Background: an optimization exercise with open tools, aiming at small area and a short achievable clock period. Do not read the settings as production practice. Only simulation tests tie the RTL to the original design; equivalence was not proved. No activity file was given, so power comes from the tool's default toggle rates.

==> job 697 <==
Design multiply_accumulate, start of the top module:
module multiply_accumulate(
  clk,
  aresetn,
  reset,
  data,
  multi,
  result,
  overflow
);
clock: 4.5 ns
lec_check: 0
cap_margin: 20
core_margin: 2
core_utilization: 65
cts_buf_list: sky130_fd_sc_hd__clkbuf_8
cts_cluster_diameter: 60
cts_cluster_size: 15
place_density: 0.75
setup_slack_margin: 2.2
slew_margin: 20
tns_end_percent: 0
standard.sh (not shown) runs the stock make flow with config.mk's settings and CLKGATE_MAP_FILE= SYNTH_SCRIPT=/design/flow/synth_recipe.tcl, a recipe that flattens the netlist after the stock synthesis.
==> flow/flow/run.sh <==
#!/bin/bash
export BUFFER_PORTS_ARGS="-buffer_cell sky130_fd_sc_hd__buf_1"
bash standard.sh > standard.log 2>&1
==> job 6660 (differences from job 697) <==
==> flow/run.sh (new file) <==
#!/bin/bash
# synth_recipe.tcl (not shown) runs the flow's synth.tcl, then flattens the netlist and writes it again
# the make line also repeats each setting of config.mk as NAME=value (left out here)
make -C /OpenROAD-flow-scripts/flow DESIGN_CONFIG=/design/flow/config.mk WORK_HOME=/design/flow/orfs CLKGATE_MAP_FILE= SYNTH_SCRIPT=/design/flow/synth_recipe.tcl finish
Settings changed: CORE_UTILIZATION 65 to 40, CTS_BUF_LIST sky130_fd_sc_hd__clkbuf_8 to not set, CTS_CLUSTER_DIAMETER 60 to not set, CTS_CLUSTER_SIZE 15 to not set, PLACE_DENSITY 0.75 to not set, SETUP_SLACK_MARGIN 2.2 to 2.0, TNS_END_PERCENT 0 to not set.
removed: flow/flow/run.sh
removed: flow/standard.sh
==> job 3162 (differences from job 697) <==
==> flow/run.sh (new file) <==
#!/bin/bash
# synth_recipe.tcl (not shown) runs the flow's synth.tcl, then flattens the netlist and writes it again
# the make line also repeats each setting of config.mk as NAME=value (left out here)
make -C /OpenROAD-flow-scripts/flow DESIGN_CONFIG=/design/flow/config.mk WORK_HOME=/design/flow/orfs CLKGATE_MAP_FILE= SYNTH_SCRIPT=/design/flow/synth_recipe.tcl finish
Settings changed: PLACE_DENSITY 0.75 to not set, SETUP_SLACK_MARGIN 2.2 to 2.0, TNS_END_PERCENT 0 to 5.
removed: flow/flow/run.sh
removed: flow/standard.sh
==> notes.md <==
| metric | job 3162 | job 697 | job 6660 |
|---|---|---|---|
| Run status | finished clean | finished clean | finished clean |
| Transition at the pin with the smallest max-transition slack | 0.6980 ns | 0.7904 ns | 0.7264 ns |
| R2R Path End | result[30] | pd[0][30] | result[25] |
| Clock latency reported for the late side of the worst-skew pair | 0.62 ns | 0.63 ns | 0.63 ns |
| Via count of the first global-routing pass | 13,240 | 12,980 | 13,310 |
| Die ar. | 35,230 um2 | 35,230 um2 | 56,720 um2 |
| Data buffer area share | 5.458% | 2.261% | 5.708% |
| Top fanout value on the critical path | 3 | 7 | 4 |
| Global-route wire length before repair | 64,320 um | 62,500 um | 67,390 um |
| Inserted tap cell count | 448 | 448 | 696 |
| Worst setup slack for register-to-register paths | 1.89 ns | 1.85 ns | 1.91 ns |
| Clkbuf count | 53 | 54 | 92 |
| Upper clock frequency limit | 382.7 MHz | 377.6 MHz | 385.6 MHz |
| Net count reported at finish | 2,108 | 2,057 | 2,131 |
| Post-Layout Cell Count | 2,370 | 2,323 | 2,674 |
| Final worst path period need | 2.613 ns | 2.649 ns | 2.593 ns |
| Arrival @ worst endpoint | 3.12 ns | 3.14 ns | 3.10 ns |
| Setup crit start | result[1] | u0.t3_13_2 | q[1] |
| Slew headroom | 53.21% | 47.30% | 51.57% |
| Grt met2 use | 39.93% | 39.34% | 26.31% |
| Total power of the final layout | 0.02076 W | 0.02040 W | 0.02403 W |
| Peak VDD IR | 0.0003687 V | 0.0003518 V | 0.0004367 V |
| Portion of the clock cycle consumed by the worst path in the final layout | 58.07% | 58.86% | 57.63% |
| Clk cell area share | 3.772% | 4.029% | 8.008% |
| Worst setup timing slack at the placement stage | 1.388 ns | 1.369 ns | 1.397 ns |
| Num rows | 67 | 67 | 85 |

[what the ideal ports hide]
Ports are ideal in the flow. The routed layouts listed here were re-timed in OpenROAD.
Step 1 assumes that a clkbuf_16 drives the clock port and a buf_2 every other input.
Step 2 moves the port delays by t, midway between the first and last clock arrival at a register: inputs arrive t later, outputs are due t later. That takes back most of the time a late clock gives input paths.
Three values: ideal ports, drivers, drivers and shift; two values: the first two.
run | t, ns | slack for setup (ns) | worst hold slack (ns) | worst slew at a driven data input, ns | cell pins on the clock port's net
job 697 | 0.667 | 1.852 / 1.852 / 1.852 | 0.309 / 0.309 / 0.309 | 0.03 | 1
job 6660 | 0.656 | 1.907 / 1.907 / 1.752 | 0.276 / 0.276 / 0.276 | 0.04 | 1
job 3162 | 0.661 | 1.887 / 1.887 / 1.687 | 0.314 / 0.291 / 0.314 | 0.04 | 1
After both steps every run listed still meets setup and hold. For job 3162, which loses most, drivers alone change the setup slack by 0.000 ns; drivers and shift together by -0.200 ns.
